Background: an optimization exercise with open tools, aiming at small area. Do not read the settings as production practice.
For this run, only the layout was checked, not whether the RTL still works.
No activity file was given, so power comes from the tool's default toggle rates.

$ cat flow/design.v
module ALU_sync (
  input  wire        clk,
  input  wire [15:0] A, B,
  input  wire [3:0]  ALU_FUN,
  output reg  [15:0] ALU_OUT,
  output reg         Carry_flag,
  output reg         Arith_flag,
  output reg         Logic_flag,
  output reg         CMP_flag,
  output reg         Shift_flag
);
  wire op_add = (ALU_FUN == 4'b0000);
  wire op_sub = (ALU_FUN == 4'b0001);
  wire op_mul = (ALU_FUN == 4'b0010);
  wire op_div = (ALU_FUN == 4'b0011);
  wire op_eq  = (ALU_FUN == 4'b1010);
  wire op_gt  = (ALU_FUN == 4'b1011);
  wire op_lt  = (ALU_FUN == 4'b1100);
  wire op_shr = (ALU_FUN == 4'b1101);
  wire op_shl = (ALU_FUN == 4'b1110);
  wire op_cmp = op_eq | op_gt | op_lt;
  wire sub0 = op_sub | op_cmp | op_div;
  wire fresh_en = ~op_mul;
  wire [15:0] bz;
  assign bz[0] = 1'b1;
  assign bz[1] = ~|B[15:15];
  assign bz[2] = ~|B[15:14];
  assign bz[3] = ~|B[15:13];
  assign bz[4] = ~|B[15:12];
  assign bz[5] = ~|B[15:11];
  assign bz[6] = ~|B[15:10];
  assign bz[7] = ~|B[15:9];
  assign bz[8] = ~|B[15:8];
  assign bz[9] = ~|B[15:7];
  assign bz[10] = ~|B[15:6];
  assign bz[11] = ~|B[15:5];
  assign bz[12] = ~|B[15:4];
  assign bz[13] = ~|B[15:3];
  assign bz[14] = ~|B[15:2];
  assign bz[15] = ~|B[15:1];
  wire bnz = |B;
  wire [15:0] ya = op_mul ? A : ~B;
  wire [0:0] x15, y15, s15;
  wire c15, q15;
  assign x15 = A[15] & fresh_en;
  assign y15 = ya[0:0];
  wire [1:0] k15;
  assign k15[0] = ~op_mul;
  assign s15[0] = x15[0] ^ y15[0] ^ k15[0];
  assign k15[1] = (x15[0] & y15[0]) | (k15[0] & (x15[0] ^ y15[0]));
  assign c15 = k15[1];
  assign q15 = c15 & bz[15];
  wire sel15 = (op_mul & B[15]) | (op_div & q15);
  wire [0:0] o15 = sel15 ? s15 : x15;
  wire [1:0] x14, y14, s14;
  wire c14, q14;
  assign x14 = {o15, A[14] & fresh_en};
  assign y14 = ya[1:0];
  wire [2:0] k14;
  assign k14[0] = ~op_mul;
  assign s14[0] = x14[0] ^ y14[0] ^ k14[0];
  assign k14[1] = (x14[0] & y14[0]) | (k14[0] & (x14[0] ^ y14[0]));
  assign s14[1] = x14[1] ^ y14[1] ^ k14[1];
  assign k14[2] = (x14[1] & y14[1]) | (k14[1] & (x14[1] ^ y14[1]));
  assign c14 = k14[2];
  assign q14 = c14 & bz[14];
  wire sel14 = (op_mul & B[14]) | (op_div & q14);
  wire [1:0] o14 = sel14 ? s14 : x14;
  wire [2:0] x13, y13, s13;
  wire c13, q13;
  assign x13 = {o14, A[13] & fresh_en};
  assign y13 = ya[2:0];
  wire [3:0] k13;
  assign k13[0] = ~op_mul;
  assign s13[0] = x13[0] ^ y13[0] ^ k13[0];
  assign k13[1] = (x13[0] & y13[0]) | (k13[0] & (x13[0] ^ y13[0]));
  assign s13[1] = x13[1] ^ y13[1] ^ k13[1];
  assign k13[2] = (x13[1] & y13[1]) | (k13[1] & (x13[1] ^ y13[1]));
  assign s13[2] = x13[2] ^ y13[2] ^ k13[2];
  assign k13[3] = (x13[2] & y13[2]) | (k13[2] & (x13[2] ^ y13[2]));
  assign c13 = k13[3];
  assign q13 = c13 & bz[13];
  wire sel13 = (op_mul & B[13]) | (op_div & q13);
  wire [2:0] o13 = sel13 ? s13 : x13;
  wire [3:0] x12, y12, s12;
  wire c12, q12;
  assign x12 = {o13, A[12] & fresh_en};
  assign y12 = ya[3:0];
  wire [4:0] k12;
  assign k12[0] = ~op_mul;
  assign s12[0] = x12[0] ^ y12[0] ^ k12[0];
  assign k12[1] = (x12[0] & y12[0]) | (k12[0] & (x12[0] ^ y12[0]));
  assign s12[1] = x12[1] ^ y12[1] ^ k12[1];
  assign k12[2] = (x12[1] & y12[1]) | (k12[1] & (x12[1] ^ y12[1]));
  assign s12[2] = x12[2] ^ y12[2] ^ k12[2];
  assign k12[3] = (x12[2] & y12[2]) | (k12[2] & (x12[2] ^ y12[2]));
  assign s12[3] = x12[3] ^ y12[3] ^ k12[3];
  assign k12[4] = (x12[3] & y12[3]) | (k12[3] & (x12[3] ^ y12[3]));
  assign c12 = k12[4];
  assign q12 = c12 & bz[12];
  wire sel12 = (op_mul & B[12]) | (op_div & q12);
  wire [3:0] o12 = sel12 ? s12 : x12;
  wire [4:0] x11, y11, s11;
  wire c11, q11;
  assign x11 = {o12, A[11] & fresh_en};
  assign y11 = ya[4:0];
  wire [5:0] k11;
  assign k11[0] = ~op_mul;
  assign s11[0] = x11[0] ^ y11[0] ^ k11[0];
  assign k11[1] = (x11[0] & y11[0]) | (k11[0] & (x11[0] ^ y11[0]));
  assign s11[1] = x11[1] ^ y11[1] ^ k11[1];
  assign k11[2] = (x11[1] & y11[1]) | (k11[1] & (x11[1] ^ y11[1]));
  assign s11[2] = x11[2] ^ y11[2] ^ k11[2];
  assign k11[3] = (x11[2] & y11[2]) | (k11[2] & (x11[2] ^ y11[2]));
  assign s11[3] = x11[3] ^ y11[3] ^ k11[3];
  assign k11[4] = (x11[3] & y11[3]) | (k11[3] & (x11[3] ^ y11[3]));
  assign s11[4] = x11[4] ^ y11[4] ^ k11[4];
  assign k11[5] = (x11[4] & y11[4]) | (k11[4] & (x11[4] ^ y11[4]));
  assign c11 = k11[5];
  assign q11 = c11 & bz[11];
  wire sel11 = (op_mul & B[11]) | (op_div & q11);
  wire [4:0] o11 = sel11 ? s11 : x11;
  wire [5:0] x10, y10, s10;
  wire c10, q10;
  assign x10 = {o11, A[10] & fresh_en};
  assign y10 = ya[5:0];
  wire [6:0] k10;
  assign k10[0] = ~op_mul;
  assign s10[0] = x10[0] ^ y10[0] ^ k10[0];
  assign k10[1] = (x10[0] & y10[0]) | (k10[0] & (x10[0] ^ y10[0]));
  assign s10[1] = x10[1] ^ y10[1] ^ k10[1];
  assign k10[2] = (x10[1] & y10[1]) | (k10[1] & (x10[1] ^ y10[1]));
  assign s10[2] = x10[2] ^ y10[2] ^ k10[2];
  assign k10[3] = (x10[2] & y10[2]) | (k10[2] & (x10[2] ^ y10[2]));
  assign s10[3] = x10[3] ^ y10[3] ^ k10[3];
  assign k10[4] = (x10[3] & y10[3]) | (k10[3] & (x10[3] ^ y10[3]));
  assign s10[4] = x10[4] ^ y10[4] ^ k10[4];
  assign k10[5] = (x10[4] & y10[4]) | (k10[4] & (x10[4] ^ y10[4]));
  assign s10[5] = x10[5] ^ y10[5] ^ k10[5];
  assign k10[6] = (x10[5] & y10[5]) | (k10[5] & (x10[5] ^ y10[5]));
  assign c10 = k10[6];
  assign q10 = c10 & bz[10];
  wire sel10 = (op_mul & B[10]) | (op_div & q10);
  wire [5:0] o10 = sel10 ? s10 : x10;
  wire [6:0] x9, y9, s9;
  wire c9, q9;
  assign x9 = {o10, A[9] & fresh_en};
  assign y9 = ya[6:0];
  wire [7:0] k9;
  assign k9[0] = ~op_mul;
  assign s9[0] = x9[0] ^ y9[0] ^ k9[0];
  assign k9[1] = (x9[0] & y9[0]) | (k9[0] & (x9[0] ^ y9[0]));
  assign s9[1] = x9[1] ^ y9[1] ^ k9[1];
  assign k9[2] = (x9[1] & y9[1]) | (k9[1] & (x9[1] ^ y9[1]));
  assign s9[2] = x9[2] ^ y9[2] ^ k9[2];
  assign k9[3] = (x9[2] & y9[2]) | (k9[2] & (x9[2] ^ y9[2]));
  assign s9[3] = x9[3] ^ y9[3] ^ k9[3];
  assign k9[4] = (x9[3] & y9[3]) | (k9[3] & (x9[3] ^ y9[3]));
  assign s9[4] = x9[4] ^ y9[4] ^ k9[4];
  assign k9[5] = (x9[4] & y9[4]) | (k9[4] & (x9[4] ^ y9[4]));
  assign s9[5] = x9[5] ^ y9[5] ^ k9[5];
  assign k9[6] = (x9[5] & y9[5]) | (k9[5] & (x9[5] ^ y9[5]));
  assign s9[6] = x9[6] ^ y9[6] ^ k9[6];
  assign k9[7] = (x9[6] & y9[6]) | (k9[6] & (x9[6] ^ y9[6]));
  assign c9 = k9[7];
  assign q9 = c9 & bz[9];
  wire sel9 = (op_mul & B[9]) | (op_div & q9);
  wire [6:0] o9 = sel9 ? s9 : x9;
  wire [7:0] x8, y8, s8;
  wire c8, q8;
  assign x8 = {o9, A[8] & fresh_en};
  assign y8 = ya[7:0];
  wire [8:0] k8;
  assign k8[0] = ~op_mul;
  assign s8[0] = x8[0] ^ y8[0] ^ k8[0];
  assign k8[1] = (x8[0] & y8[0]) | (k8[0] & (x8[0] ^ y8[0]));
  assign s8[1] = x8[1] ^ y8[1] ^ k8[1];
  assign k8[2] = (x8[1] & y8[1]) | (k8[1] & (x8[1] ^ y8[1]));
  assign s8[2] = x8[2] ^ y8[2] ^ k8[2];
  assign k8[3] = (x8[2] & y8[2]) | (k8[2] & (x8[2] ^ y8[2]));
  assign s8[3] = x8[3] ^ y8[3] ^ k8[3];
  assign k8[4] = (x8[3] & y8[3]) | (k8[3] & (x8[3] ^ y8[3]));
  assign s8[4] = x8[4] ^ y8[4] ^ k8[4];
  assign k8[5] = (x8[4] & y8[4]) | (k8[4] & (x8[4] ^ y8[4]));
  assign s8[5] = x8[5] ^ y8[5] ^ k8[5];
  assign k8[6] = (x8[5] & y8[5]) | (k8[5] & (x8[5] ^ y8[5]));
  assign s8[6] = x8[6] ^ y8[6] ^ k8[6];
  assign k8[7] = (x8[6] & y8[6]) | (k8[6] & (x8[6] ^ y8[6]));
  assign s8[7] = x8[7] ^ y8[7] ^ k8[7];
  assign k8[8] = (x8[7] & y8[7]) | (k8[7] & (x8[7] ^ y8[7]));
  assign c8 = k8[8];
  assign q8 = c8 & bz[8];
  wire sel8 = (op_mul & B[8]) | (op_div & q8);
  wire [7:0] o8 = sel8 ? s8 : x8;
  wire [8:0] x7, y7, s7;
  wire c7, q7;
  assign x7 = {o8, A[7] & fresh_en};
  assign y7 = ya[8:0];
  wire [9:0] k7;
  assign k7[0] = ~op_mul;
  assign s7[0] = x7[0] ^ y7[0] ^ k7[0];
  assign k7[1] = (x7[0] & y7[0]) | (k7[0] & (x7[0] ^ y7[0]));
  assign s7[1] = x7[1] ^ y7[1] ^ k7[1];
  assign k7[2] = (x7[1] & y7[1]) | (k7[1] & (x7[1] ^ y7[1]));
  assign s7[2] = x7[2] ^ y7[2] ^ k7[2];
  assign k7[3] = (x7[2] & y7[2]) | (k7[2] & (x7[2] ^ y7[2]));
  assign s7[3] = x7[3] ^ y7[3] ^ k7[3];
  assign k7[4] = (x7[3] & y7[3]) | (k7[3] & (x7[3] ^ y7[3]));
  assign s7[4] = x7[4] ^ y7[4] ^ k7[4];
  assign k7[5] = (x7[4] & y7[4]) | (k7[4] & (x7[4] ^ y7[4]));
  assign s7[5] = x7[5] ^ y7[5] ^ k7[5];
  assign k7[6] = (x7[5] & y7[5]) | (k7[5] & (x7[5] ^ y7[5]));
  assign s7[6] = x7[6] ^ y7[6] ^ k7[6];
  assign k7[7] = (x7[6] & y7[6]) | (k7[6] & (x7[6] ^ y7[6]));
  assign s7[7] = x7[7] ^ y7[7] ^ k7[7];
  assign k7[8] = (x7[7] & y7[7]) | (k7[7] & (x7[7] ^ y7[7]));
  assign s7[8] = x7[8] ^ y7[8] ^ k7[8];
  assign k7[9] = (x7[8] & y7[8]) | (k7[8] & (x7[8] ^ y7[8]));
  assign c7 = k7[9];
  assign q7 = c7 & bz[7];
  wire sel7 = (op_mul & B[7]) | (op_div & q7);
  wire [8:0] o7 = sel7 ? s7 : x7;
  wire [9:0] x6, y6, s6;
  wire c6, q6;
  assign x6 = {o7, A[6] & fresh_en};
  assign y6 = ya[9:0];
  wire [10:0] k6;
  assign k6[0] = ~op_mul;
  assign s6[0] = x6[0] ^ y6[0] ^ k6[0];
  assign k6[1] = (x6[0] & y6[0]) | (k6[0] & (x6[0] ^ y6[0]));
  assign s6[1] = x6[1] ^ y6[1] ^ k6[1];
  assign k6[2] = (x6[1] & y6[1]) | (k6[1] & (x6[1] ^ y6[1]));
  assign s6[2] = x6[2] ^ y6[2] ^ k6[2];
  assign k6[3] = (x6[2] & y6[2]) | (k6[2] & (x6[2] ^ y6[2]));
  assign s6[3] = x6[3] ^ y6[3] ^ k6[3];
  assign k6[4] = (x6[3] & y6[3]) | (k6[3] & (x6[3] ^ y6[3]));
  assign s6[4] = x6[4] ^ y6[4] ^ k6[4];
  assign k6[5] = (x6[4] & y6[4]) | (k6[4] & (x6[4] ^ y6[4]));
  assign s6[5] = x6[5] ^ y6[5] ^ k6[5];
  assign k6[6] = (x6[5] & y6[5]) | (k6[5] & (x6[5] ^ y6[5]));
  assign s6[6] = x6[6] ^ y6[6] ^ k6[6];
  assign k6[7] = (x6[6] & y6[6]) | (k6[6] & (x6[6] ^ y6[6]));
  assign s6[7] = x6[7] ^ y6[7] ^ k6[7];
  assign k6[8] = (x6[7] & y6[7]) | (k6[7] & (x6[7] ^ y6[7]));
  assign s6[8] = x6[8] ^ y6[8] ^ k6[8];
  assign k6[9] = (x6[8] & y6[8]) | (k6[8] & (x6[8] ^ y6[8]));
  assign s6[9] = x6[9] ^ y6[9] ^ k6[9];
  assign k6[10] = (x6[9] & y6[9]) | (k6[9] & (x6[9] ^ y6[9]));
  assign c6 = k6[10];
  assign q6 = c6 & bz[6];
  wire sel6 = (op_mul & B[6]) | (op_div & q6);
  wire [9:0] o6 = sel6 ? s6 : x6;
  wire [10:0] x5, y5, s5;
  wire c5, q5;
  assign x5 = {o6, A[5] & fresh_en};
  assign y5 = ya[10:0];
  wire [11:0] k5;
  assign k5[0] = ~op_mul;
  assign s5[0] = x5[0] ^ y5[0] ^ k5[0];
  assign k5[1] = (x5[0] & y5[0]) | (k5[0] & (x5[0] ^ y5[0]));
  assign s5[1] = x5[1] ^ y5[1] ^ k5[1];
  assign k5[2] = (x5[1] & y5[1]) | (k5[1] & (x5[1] ^ y5[1]));
  assign s5[2] = x5[2] ^ y5[2] ^ k5[2];
  assign k5[3] = (x5[2] & y5[2]) | (k5[2] & (x5[2] ^ y5[2]));
  assign s5[3] = x5[3] ^ y5[3] ^ k5[3];
  assign k5[4] = (x5[3] & y5[3]) | (k5[3] & (x5[3] ^ y5[3]));
  assign s5[4] = x5[4] ^ y5[4] ^ k5[4];
  assign k5[5] = (x5[4] & y5[4]) | (k5[4] & (x5[4] ^ y5[4]));
  assign s5[5] = x5[5] ^ y5[5] ^ k5[5];
  assign k5[6] = (x5[5] & y5[5]) | (k5[5] & (x5[5] ^ y5[5]));
  assign s5[6] = x5[6] ^ y5[6] ^ k5[6];
  assign k5[7] = (x5[6] & y5[6]) | (k5[6] & (x5[6] ^ y5[6]));
  assign s5[7] = x5[7] ^ y5[7] ^ k5[7];
  assign k5[8] = (x5[7] & y5[7]) | (k5[7] & (x5[7] ^ y5[7]));
  assign s5[8] = x5[8] ^ y5[8] ^ k5[8];
  assign k5[9] = (x5[8] & y5[8]) | (k5[8] & (x5[8] ^ y5[8]));
  assign s5[9] = x5[9] ^ y5[9] ^ k5[9];
  assign k5[10] = (x5[9] & y5[9]) | (k5[9] & (x5[9] ^ y5[9]));
  assign s5[10] = x5[10] ^ y5[10] ^ k5[10];
  assign k5[11] = (x5[10] & y5[10]) | (k5[10] & (x5[10] ^ y5[10]));
  assign c5 = k5[11];
  assign q5 = c5 & bz[5];
  wire sel5 = (op_mul & B[5]) | (op_div & q5);
  wire [10:0] o5 = sel5 ? s5 : x5;
  wire [11:0] x4, y4, s4;
  wire c4, q4;
  assign x4 = {o5, A[4] & fresh_en};
  assign y4 = ya[11:0];
  wire [12:0] k4;
  assign k4[0] = ~op_mul;
  assign s4[0] = x4[0] ^ y4[0] ^ k4[0];
  assign k4[1] = (x4[0] & y4[0]) | (k4[0] & (x4[0] ^ y4[0]));
  assign s4[1] = x4[1] ^ y4[1] ^ k4[1];
  assign k4[2] = (x4[1] & y4[1]) | (k4[1] & (x4[1] ^ y4[1]));
  assign s4[2] = x4[2] ^ y4[2] ^ k4[2];
  assign k4[3] = (x4[2] & y4[2]) | (k4[2] & (x4[2] ^ y4[2]));
  assign s4[3] = x4[3] ^ y4[3] ^ k4[3];
  assign k4[4] = (x4[3] & y4[3]) | (k4[3] & (x4[3] ^ y4[3]));
  assign s4[4] = x4[4] ^ y4[4] ^ k4[4];
  assign k4[5] = (x4[4] & y4[4]) | (k4[4] & (x4[4] ^ y4[4]));
  assign s4[5] = x4[5] ^ y4[5] ^ k4[5];
  assign k4[6] = (x4[5] & y4[5]) | (k4[5] & (x4[5] ^ y4[5]));
  assign s4[6] = x4[6] ^ y4[6] ^ k4[6];
  assign k4[7] = (x4[6] & y4[6]) | (k4[6] & (x4[6] ^ y4[6]));
  assign s4[7] = x4[7] ^ y4[7] ^ k4[7];
  assign k4[8] = (x4[7] & y4[7]) | (k4[7] & (x4[7] ^ y4[7]));
  assign s4[8] = x4[8] ^ y4[8] ^ k4[8];
  assign k4[9] = (x4[8] & y4[8]) | (k4[8] & (x4[8] ^ y4[8]));
  assign s4[9] = x4[9] ^ y4[9] ^ k4[9];
  assign k4[10] = (x4[9] & y4[9]) | (k4[9] & (x4[9] ^ y4[9]));
  assign s4[10] = x4[10] ^ y4[10] ^ k4[10];
  assign k4[11] = (x4[10] & y4[10]) | (k4[10] & (x4[10] ^ y4[10]));
  assign s4[11] = x4[11] ^ y4[11] ^ k4[11];
  assign k4[12] = (x4[11] & y4[11]) | (k4[11] & (x4[11] ^ y4[11]));
  assign c4 = k4[12];
  assign q4 = c4 & bz[4];
  wire sel4 = (op_mul & B[4]) | (op_div & q4);
  wire [11:0] o4 = sel4 ? s4 : x4;
  wire [12:0] x3, y3, s3;
  wire c3, q3;
  assign x3 = {o4, A[3] & fresh_en};
  assign y3 = ya[12:0];
  wire [13:0] k3;
  assign k3[0] = ~op_mul;
  assign s3[0] = x3[0] ^ y3[0] ^ k3[0];
  assign k3[1] = (x3[0] & y3[0]) | (k3[0] & (x3[0] ^ y3[0]));
  assign s3[1] = x3[1] ^ y3[1] ^ k3[1];
  assign k3[2] = (x3[1] & y3[1]) | (k3[1] & (x3[1] ^ y3[1]));
  assign s3[2] = x3[2] ^ y3[2] ^ k3[2];
  assign k3[3] = (x3[2] & y3[2]) | (k3[2] & (x3[2] ^ y3[2]));
  assign s3[3] = x3[3] ^ y3[3] ^ k3[3];
  assign k3[4] = (x3[3] & y3[3]) | (k3[3] & (x3[3] ^ y3[3]));
  assign s3[4] = x3[4] ^ y3[4] ^ k3[4];
  assign k3[5] = (x3[4] & y3[4]) | (k3[4] & (x3[4] ^ y3[4]));
  assign s3[5] = x3[5] ^ y3[5] ^ k3[5];
  assign k3[6] = (x3[5] & y3[5]) | (k3[5] & (x3[5] ^ y3[5]));
  assign s3[6] = x3[6] ^ y3[6] ^ k3[6];
  assign k3[7] = (x3[6] & y3[6]) | (k3[6] & (x3[6] ^ y3[6]));
  assign s3[7] = x3[7] ^ y3[7] ^ k3[7];
  assign k3[8] = (x3[7] & y3[7]) | (k3[7] & (x3[7] ^ y3[7]));
  assign s3[8] = x3[8] ^ y3[8] ^ k3[8];
  assign k3[9] = (x3[8] & y3[8]) | (k3[8] & (x3[8] ^ y3[8]));
  assign s3[9] = x3[9] ^ y3[9] ^ k3[9];
  assign k3[10] = (x3[9] & y3[9]) | (k3[9] & (x3[9] ^ y3[9]));
  assign s3[10] = x3[10] ^ y3[10] ^ k3[10];
  assign k3[11] = (x3[10] & y3[10]) | (k3[10] & (x3[10] ^ y3[10]));
  assign s3[11] = x3[11] ^ y3[11] ^ k3[11];
  assign k3[12] = (x3[11] & y3[11]) | (k3[11] & (x3[11] ^ y3[11]));
  assign s3[12] = x3[12] ^ y3[12] ^ k3[12];
  assign k3[13] = (x3[12] & y3[12]) | (k3[12] & (x3[12] ^ y3[12]));
  assign c3 = k3[13];
  assign q3 = c3 & bz[3];
  wire sel3 = (op_mul & B[3]) | (op_div & q3);
  wire [12:0] o3 = sel3 ? s3 : x3;
  wire [13:0] x2, y2, s2;
  wire c2, q2;
  assign x2 = {o3, A[2] & fresh_en};
  assign y2 = ya[13:0];
  wire [14:0] k2;
  assign k2[0] = ~op_mul;
  assign s2[0] = x2[0] ^ y2[0] ^ k2[0];
  assign k2[1] = (x2[0] & y2[0]) | (k2[0] & (x2[0] ^ y2[0]));
  assign s2[1] = x2[1] ^ y2[1] ^ k2[1];
  assign k2[2] = (x2[1] & y2[1]) | (k2[1] & (x2[1] ^ y2[1]));
  assign s2[2] = x2[2] ^ y2[2] ^ k2[2];
  assign k2[3] = (x2[2] & y2[2]) | (k2[2] & (x2[2] ^ y2[2]));
  assign s2[3] = x2[3] ^ y2[3] ^ k2[3];
  assign k2[4] = (x2[3] & y2[3]) | (k2[3] & (x2[3] ^ y2[3]));
  assign s2[4] = x2[4] ^ y2[4] ^ k2[4];
  assign k2[5] = (x2[4] & y2[4]) | (k2[4] & (x2[4] ^ y2[4]));
  assign s2[5] = x2[5] ^ y2[5] ^ k2[5];
  assign k2[6] = (x2[5] & y2[5]) | (k2[5] & (x2[5] ^ y2[5]));
  assign s2[6] = x2[6] ^ y2[6] ^ k2[6];
  assign k2[7] = (x2[6] & y2[6]) | (k2[6] & (x2[6] ^ y2[6]));
  assign s2[7] = x2[7] ^ y2[7] ^ k2[7];
  assign k2[8] = (x2[7] & y2[7]) | (k2[7] & (x2[7] ^ y2[7]));
  assign s2[8] = x2[8] ^ y2[8] ^ k2[8];
  assign k2[9] = (x2[8] & y2[8]) | (k2[8] & (x2[8] ^ y2[8]));
  assign s2[9] = x2[9] ^ y2[9] ^ k2[9];
  assign k2[10] = (x2[9] & y2[9]) | (k2[9] & (x2[9] ^ y2[9]));
  assign s2[10] = x2[10] ^ y2[10] ^ k2[10];
  assign k2[11] = (x2[10] & y2[10]) | (k2[10] & (x2[10] ^ y2[10]));
  assign s2[11] = x2[11] ^ y2[11] ^ k2[11];
  assign k2[12] = (x2[11] & y2[11]) | (k2[11] & (x2[11] ^ y2[11]));
  assign s2[12] = x2[12] ^ y2[12] ^ k2[12];
  assign k2[13] = (x2[12] & y2[12]) | (k2[12] & (x2[12] ^ y2[12]));
  assign s2[13] = x2[13] ^ y2[13] ^ k2[13];
  assign k2[14] = (x2[13] & y2[13]) | (k2[13] & (x2[13] ^ y2[13]));
  assign c2 = k2[14];
  assign q2 = c2 & bz[2];
  wire sel2 = (op_mul & B[2]) | (op_div & q2);
  wire [13:0] o2 = sel2 ? s2 : x2;
  wire [14:0] x1, y1, s1;
  wire c1, q1;
  assign x1 = {o2, A[1] & fresh_en};
  assign y1 = ya[14:0];
  wire [15:0] k1;
  assign k1[0] = ~op_mul;
  assign s1[0] = x1[0] ^ y1[0] ^ k1[0];
  assign k1[1] = (x1[0] & y1[0]) | (k1[0] & (x1[0] ^ y1[0]));
  assign s1[1] = x1[1] ^ y1[1] ^ k1[1];
  assign k1[2] = (x1[1] & y1[1]) | (k1[1] & (x1[1] ^ y1[1]));
  assign s1[2] = x1[2] ^ y1[2] ^ k1[2];
  assign k1[3] = (x1[2] & y1[2]) | (k1[2] & (x1[2] ^ y1[2]));
  assign s1[3] = x1[3] ^ y1[3] ^ k1[3];
  assign k1[4] = (x1[3] & y1[3]) | (k1[3] & (x1[3] ^ y1[3]));
  assign s1[4] = x1[4] ^ y1[4] ^ k1[4];
  assign k1[5] = (x1[4] & y1[4]) | (k1[4] & (x1[4] ^ y1[4]));
  assign s1[5] = x1[5] ^ y1[5] ^ k1[5];
  assign k1[6] = (x1[5] & y1[5]) | (k1[5] & (x1[5] ^ y1[5]));
  assign s1[6] = x1[6] ^ y1[6] ^ k1[6];
  assign k1[7] = (x1[6] & y1[6]) | (k1[6] & (x1[6] ^ y1[6]));
  assign s1[7] = x1[7] ^ y1[7] ^ k1[7];
  assign k1[8] = (x1[7] & y1[7]) | (k1[7] & (x1[7] ^ y1[7]));
  assign s1[8] = x1[8] ^ y1[8] ^ k1[8];
  assign k1[9] = (x1[8] & y1[8]) | (k1[8] & (x1[8] ^ y1[8]));
  assign s1[9] = x1[9] ^ y1[9] ^ k1[9];
  assign k1[10] = (x1[9] & y1[9]) | (k1[9] & (x1[9] ^ y1[9]));
  assign s1[10] = x1[10] ^ y1[10] ^ k1[10];
  assign k1[11] = (x1[10] & y1[10]) | (k1[10] & (x1[10] ^ y1[10]));
  assign s1[11] = x1[11] ^ y1[11] ^ k1[11];
  assign k1[12] = (x1[11] & y1[11]) | (k1[11] & (x1[11] ^ y1[11]));
  assign s1[12] = x1[12] ^ y1[12] ^ k1[12];
  assign k1[13] = (x1[12] & y1[12]) | (k1[12] & (x1[12] ^ y1[12]));
  assign s1[13] = x1[13] ^ y1[13] ^ k1[13];
  assign k1[14] = (x1[13] & y1[13]) | (k1[13] & (x1[13] ^ y1[13]));
  assign s1[14] = x1[14] ^ y1[14] ^ k1[14];
  assign k1[15] = (x1[14] & y1[14]) | (k1[14] & (x1[14] ^ y1[14]));
  assign c1 = k1[15];
  assign q1 = c1 & bz[1];
  wire sel1 = (op_mul & B[1]) | (op_div & q1);
  wire [14:0] o1 = sel1 ? s1 : x1;
  wire [15:0] x0, y0, s0;
  wire c0, q0;
  assign x0 = {o1, A[0] & fresh_en};
  assign y0 = op_mul ? A : (B ^ {16{sub0}});
  wire [16:0] k0;
  assign k0[0] = sub0;
  assign s0[0] = x0[0] ^ y0[0] ^ k0[0];
  assign k0[1] = (x0[0] & y0[0]) | (k0[0] & (x0[0] ^ y0[0]));
  assign s0[1] = x0[1] ^ y0[1] ^ k0[1];
  assign k0[2] = (x0[1] & y0[1]) | (k0[1] & (x0[1] ^ y0[1]));
  assign s0[2] = x0[2] ^ y0[2] ^ k0[2];
  assign k0[3] = (x0[2] & y0[2]) | (k0[2] & (x0[2] ^ y0[2]));
  assign s0[3] = x0[3] ^ y0[3] ^ k0[3];
  assign k0[4] = (x0[3] & y0[3]) | (k0[3] & (x0[3] ^ y0[3]));
  assign s0[4] = x0[4] ^ y0[4] ^ k0[4];
  assign k0[5] = (x0[4] & y0[4]) | (k0[4] & (x0[4] ^ y0[4]));
  assign s0[5] = x0[5] ^ y0[5] ^ k0[5];
  assign k0[6] = (x0[5] & y0[5]) | (k0[5] & (x0[5] ^ y0[5]));
  assign s0[6] = x0[6] ^ y0[6] ^ k0[6];
  assign k0[7] = (x0[6] & y0[6]) | (k0[6] & (x0[6] ^ y0[6]));
  assign s0[7] = x0[7] ^ y0[7] ^ k0[7];
  assign k0[8] = (x0[7] & y0[7]) | (k0[7] & (x0[7] ^ y0[7]));
  assign s0[8] = x0[8] ^ y0[8] ^ k0[8];
  assign k0[9] = (x0[8] & y0[8]) | (k0[8] & (x0[8] ^ y0[8]));
  assign s0[9] = x0[9] ^ y0[9] ^ k0[9];
  assign k0[10] = (x0[9] & y0[9]) | (k0[9] & (x0[9] ^ y0[9]));
  assign s0[10] = x0[10] ^ y0[10] ^ k0[10];
  assign k0[11] = (x0[10] & y0[10]) | (k0[10] & (x0[10] ^ y0[10]));
  assign s0[11] = x0[11] ^ y0[11] ^ k0[11];
  assign k0[12] = (x0[11] & y0[11]) | (k0[11] & (x0[11] ^ y0[11]));
  assign s0[12] = x0[12] ^ y0[12] ^ k0[12];
  assign k0[13] = (x0[12] & y0[12]) | (k0[12] & (x0[12] ^ y0[12]));
  assign s0[13] = x0[13] ^ y0[13] ^ k0[13];
  assign k0[14] = (x0[13] & y0[13]) | (k0[13] & (x0[13] ^ y0[13]));
  assign s0[14] = x0[14] ^ y0[14] ^ k0[14];
  assign k0[15] = (x0[14] & y0[14]) | (k0[14] & (x0[14] ^ y0[14]));
  assign s0[15] = x0[15] ^ y0[15] ^ k0[15];
  assign k0[16] = (x0[15] & y0[15]) | (k0[15] & (x0[15] ^ y0[15]));
  assign c0 = k0[16];
  assign q0 = c0 & bz[0];
  wire [15:0] quo = {q15, q14, q13, q12, q11, q10, q9, q8, q7, q6, q5, q4, q3, q2, q1, q0};
  wire c0_out = c0;
  wire eq = &p0;
  wire lt = ~c0;
  wire gt = c0 & ~eq;
  wire [15:0] la = g0, lx = p0, lo = p0 | g0;
  reg [15:0] logic_out;
  always @(*) begin
    case (ALU_FUN)
      4'b0100: logic_out = la;
      4'b0101: logic_out = lo;
      4'b0110: logic_out = ~la;
      4'b0111: logic_out = ~lo;
      4'b1000: logic_out = lx;
      4'b1001: logic_out = ~lx;
      default: logic_out = 16'b0;
    endcase
  end
  wire arith0 = op_add | op_sub | (op_mul & B[0]);
  wire [15:0] res = ({16{arith0}} & s0)
                  | ({16{op_mul & ~B[0]}} & x0)
                  | ({16{op_div & bnz}} & quo)
                  | logic_out
                  | {14'b0, (op_gt & gt) | (op_lt & lt), (op_eq & eq) | (op_lt & lt)}
                  | ({16{op_shr}} & {1'b0, A[15:1]})
                  | ({16{op_shl}} & {A[14:0], 1'b0});
  always @(posedge clk) begin
    ALU_OUT    <= res;
    Carry_flag <= (op_add & c0) | (op_sub & ~c0);
    Arith_flag <= (ALU_FUN[3:2] == 2'b00);
    Logic_flag <= (ALU_FUN >= 4'b0100) & (ALU_FUN <= 4'b1001);
    CMP_flag   <= op_cmp;
    Shift_flag <= op_shr | op_shl;
  end
endmodule
$ cat flow/flow/run.sh
#!/bin/bash
# The standard layout with three changes:
# - synthesis leaves adders to ABC (no fixed full/half-adder cells), so ABC
#   sees whole paths from the inputs to the registers;
# - ABC's area script maps against a delay target (flow/abc_area.script);
# - the port buffers are the platform's smallest plain buffer.
# ORFS reads its scripts from a copy in this folder that differs from the
# installed one only in abc_area.script.
set -euo pipefail
here=$(pwd)
rm -rf "$here/orfs_scripts"
cp -r "$FLOW_HOME/scripts" "$here/orfs_scripts"
cp "$here/flow/abc_area.script" "$here/orfs_scripts/abc_area.script"
export BUFFER_PORTS_ARGS="-buffer_cell sky130_fd_sc_hd__buf_1"
bash standard.sh "SCRIPTS_DIR=$here/orfs_scripts" "ADDER_MAP_FILE=" \
  "BUFFER_PORTS_ARGS=-buffer_cell sky130_fd_sc_hd__buf_1" finish > standard.log 2>&1
$ cat flow/flow/abc_area.script
strash
dch
map -D 24000
topo
stime -c
buffer -c
upsize -c
dnsize -c
$ cat flow/standard.sh
#!/bin/bash
# synth_recipe.tcl (not shown) runs the flow's synth.tcl, then flattens the netlist and writes it again
# the make line also repeats each setting of config.mk as NAME=value (left out here)
make -C /OpenROAD-flow-scripts/flow DESIGN_CONFIG=/design/flow/config.mk WORK_HOME=/design/flow/orfs CLKGATE_MAP_FILE= SYNTH_SCRIPT=/design/flow/synth_recipe.tcl "${@:-finish}"
$ cat flow/constraint.sdc
create_clock -name core_clock -period 35.0 [get_ports {clk}]
set_input_delay 7.0000 -clock core_clock [delete_from_list [all_inputs] [get_ports {clk}]]
set_output_delay 7.0000 -clock core_clock [all_outputs]
set_load 0.01 [all_outputs]
$ cat flow/config.mk
export PLATFORM = sky130hd
export DESIGN_NAME = ALU_sync
export DESIGN_NICKNAME = ALU_sync
export VERILOG_FILES = /design/flow/design.v
export SDC_FILE = /design/flow/constraint.sdc
export NUM_CORES = 4
export LEC_CHECK = 0
export ABC_AREA = 1
export CAP_MARGIN = 20
export CORE_MARGIN = 2
export CORE_UTILIZATION = 40
export GPL_TIMING_DRIVEN = 0
export SLEW_MARGIN = 20
==> impl_metrics.ini <==
[run_status]
outcome = complete, but fails checks
so_faults = setup timing

[pwr]
power-per-cell-area_mw_per_mm2 = 30.11
p_leak_nw = 5.885
vdd_ir_drop_max_uv = 20.94

[timing]
fmax_mhz = 28.08
fin_crit_sh_pct = 101.7
hold_ws_ns = 7.039
maxSlewViolCount = 0
slew-limit-headroom_pct = 35.00
finalWorstSetupSlack_ns = -0.6100
worst_slew_pin_slew_ns = 0.9750
finalCriticalPeriod_ns = 35.61
setup_violations = 10
report.final.hold_viol_count = 0
rsz0062_at_grt = true

[yosys]
avgSynthCellArea_sq_um = 6.344
yosys.area.top_type = nand2_1
synth_top_cells_by_area = nand2_1 (13%), xor2_1 (8.9%), nor2_1 (6.7%)
yosysMostFrequentCell = nand2_1
ys_seq_elements = 21
synth_top_cell_area_share_pct = 12.56
syn_nets = 1361
yosys_most_used_dff = dfxtp_1
synthTopCellsByCount = nand2_1 (281), nor2_1 (151), inv_1 (137), o21ai_0 (88), xor2_1 (85)
synth_edf_count = 0
synth-seq-area-share_pct = 5.005
synth.distinct_cells = 66
ys_async_sr_fraction_pct = 0
syn-instance-count = 1324
ys.warnings.count = 5
syn-cell-area_sq_mm = 0.008399

[clock_network]
cts-htree-levels = 1
cts_root_buf = clkbuf_16
cts_made_buffers = 3
cts_buffer_depth = 2
cts.sinks = 21
cts_tree = built
path_clk_slew_ns = 0.05

[finish]
layout.cells.non_filler = 1962
stdcell_area_sq_mm = 0.01228
seq_area_sq_um = 420.4
nFillCells = 1855
multiInputGateArea_sq_mm = 0.007746
drive_gt1_share_pct = 41.79
fin_nets = 1725
num_antenna_cells = 0
syn_to_final_growth_pct = 46.16

[setup_path]
cp_slowest_cell = a32oi_4
crit_buf_inv = 60
crit_family = compound AO/OA/AOI/OAI gates
cp-endpoint = ALU_OUT[13]$_DFF_P_
crit_path_start = B[13]
start_kind = input pin
crit_top_cell = buf_4
worst_ep_arrival_time_ns = 35.70
cp_slowest_stage_delay_ns = 0.36
path_depth = 223
cp.required_ns = 35.09
path_class = input pin to register
critPathCaptureType = register
critPathMaxFanout = 8

[route]
drt.antenna.violating_nets = 0
route.detailed.drc = 0
avgViaCountPerCell = 5.410
drtPass1Iterations = 6
vias = 10620
drt_iter0_markers = 780
finalWirelength_mm = 32.91
wl_per_cell_um = 16.77

[floorplan]
core_region_area_sq_mm = 0.02082
die_h_um = 148.9
ios = 58
start_util_pct = 40.34
fp.dieW_um = 148.9
die_area_sq_mm = 0.02217
std_cell_rows = 53

[global_routing]
grt_overflow = 0
antenna_found_initial = 0
use_met3_pct = 2.905
grt_pass1_wl_mm = 48.47
grt_usage_pct = 27.11
use_met2_pct = 47.53
busiest_layer = met2
grt_util_met1_pct = 34.84
first_global_vias = 9662
grt_max_degree = 12

[placement]
port_buffers = 57
dpl.hpwl_mm = 21.59
gp_congestion = 0.9347
place_ws_ns = -4.101
placed_cell_area_sq_mm = 0.008957
place_inst = 1656

[hold_path]
min_path_type = input pin to register

[run]
max_cap_violations = 0
==> registers in the layout, summed over array words and instances (netlist names) <==
signal / count
Shift_flag: 1
CMP_flag: 1
Arith_flag: 1
Logic_flag: 1
ALU_OUT: 16
Carry_flag: 1
==> layer usage <==
| layer | wire length (um) | part of all wire (%) |
|---|---|---|
| met1 | 13420 | 41 |
| met2 | 15540 | 47 |
| met3 | 2415 | 7.3 |
| met4 | 1530 | 4.6 |
| met5 | 0 | 0 |
==> kinds of logic (layout without fill, tap and decap cells) <==
kind of cell,count (synthesis),count (layout),synth area share (%)
xor gates and xnor gates,137,137,15.13
AOI/OAI and AO/OA,364,364,33.08
DFF,21,21,5.005
and+or+nand+nor,602,602,33.53
buffers and inverters,198,561,12.97
adders and majority gates,2,2,0.2681
==> per-stage QoR <==
| stage | util [%] | power (W) | TNS, ns |
|---|---|---|---|
| floorplan | - | 0.0001993 | 0 |
| global placement | 43.02 | 0.0002331 | -51.68 |
| detailed placement | 43.02 | 0.0002376 | -57.45 |
| CTS | 54.21 | 0.0003263 | -6.744 |
| global route | 58.96 | 0.0003958 | -22.50 |
| finish | 58.96 | 0.0003696 | -4.526 |
==> cell usage in the layout (no fill, tap or decap), drive strengths merged <==
| cell type | count |
|---|---|
| dfxtp | 21 |
| a221oi | 12 |
| a22oi | 7 |
| a32oi | 3 |
| o21bai | 30 |
| o211a | 3 |
| a21oi | 81 |
| o21ai | 156 |
| inv | 141 |
| o21a | 3 |
| o22ai | 3 |
| o221ai | 2 |
| maj3 | 2 |
| or2 | 39 |
| clkbuf | 37 |
| buf | 377 |
| a21boi | 16 |
| o31ai | 2 |
| nand4 | 2 |
| o2111ai | 12 |
| a31oi | 12 |
| or3 | 1 |
| nor4 | 4 |
| clkinv | 5 |
| o211ai | 10 |
| nor3 | 25 |
| nand2 | 321 |
| a311oi | 2 |
| a211oi | 10 |
| clkinvlp | 1 |
| nand3 | 53 |
| xnor2 | 47 |
| nor2 | 157 |
| xor2 | 90 |
==> worst min path at each step <==
stage                from  depth (start not counted)            endpoint
6_report       ALU_FUN[2]                          2  Arith_flag$_DFF_P_
5_1_grt        ALU_FUN[2]                          2  Arith_flag$_DFF_P_
4_1_cts        ALU_FUN[2]                          2  Arith_flag$_DFF_P_
3_5_place_dp   ALU_FUN[2]                          2  Arith_flag$_DFF_P_
3_3_place_gp   ALU_FUN[2]                          2  Arith_flag$_DFF_P_
2_1_floorplan  ALU_FUN[2]                          1  Arith_flag$_DFF_P_
==> power by group <==
group / leakage (nW) / total (W) / switching, W / internal, W
clock network: 0.0382 / 0.0000232 / 0.00000769 / 0.0000155
logic: 5.67 / 0.000319 / 0.000169 / 0.000149
registers: 0.175 / 0.0000279 / 0.000000701 / 0.0000272
==> cell type report <==
class,count,share of cell area (%)
multi-input combinational,1105,63.10
timing repair buffer,359,21.06
inverter,147,4.596
buffer,51,4.382
sequential,21,3.424
tap,275,2.803
clock buffer,4,0.6421
==> repair_timing <==
| item | 4_1_cts | 5_1_grt |
|---|---|---|
| resized for setup | 109 | 113 |
| endpoints found under the setup margin | 17 | 17 |
| hold buffers | 0 | 0 |
| pin swaps | 153 | 187 |
| setup buffers | 231 | 79 |

-- re-timing with driven ports --
In the flow no input, the clock included, has a driving cell. The finished layout below was timed again as built, in two steps. Step 1, drivers: a clkbuf_16 drives clk and a buf_2 each remaining input, both assumed. Step 2 adds t to the input delays and takes it off the output delays; t is the mean of the earliest and latest rising clock arrival at the registers after step 1. Input paths then give back, and output paths get back, about the clock's delay inside the block. Three values: ideal ports, drivers, drivers and shift; two values: the first two.
t (ns): 0.279
slack for setup (ns): -0.610 / -0.627 / -0.906
worst hold slack (ns): 7.039 / 7.033 / 7.312
worst setup path at the end: input to register
clock arrival spread, ns: 0.005 / 0.004
For this run, drivers alone change the setup slack by -0.017 ns; drivers and shift together by -0.296 ns.
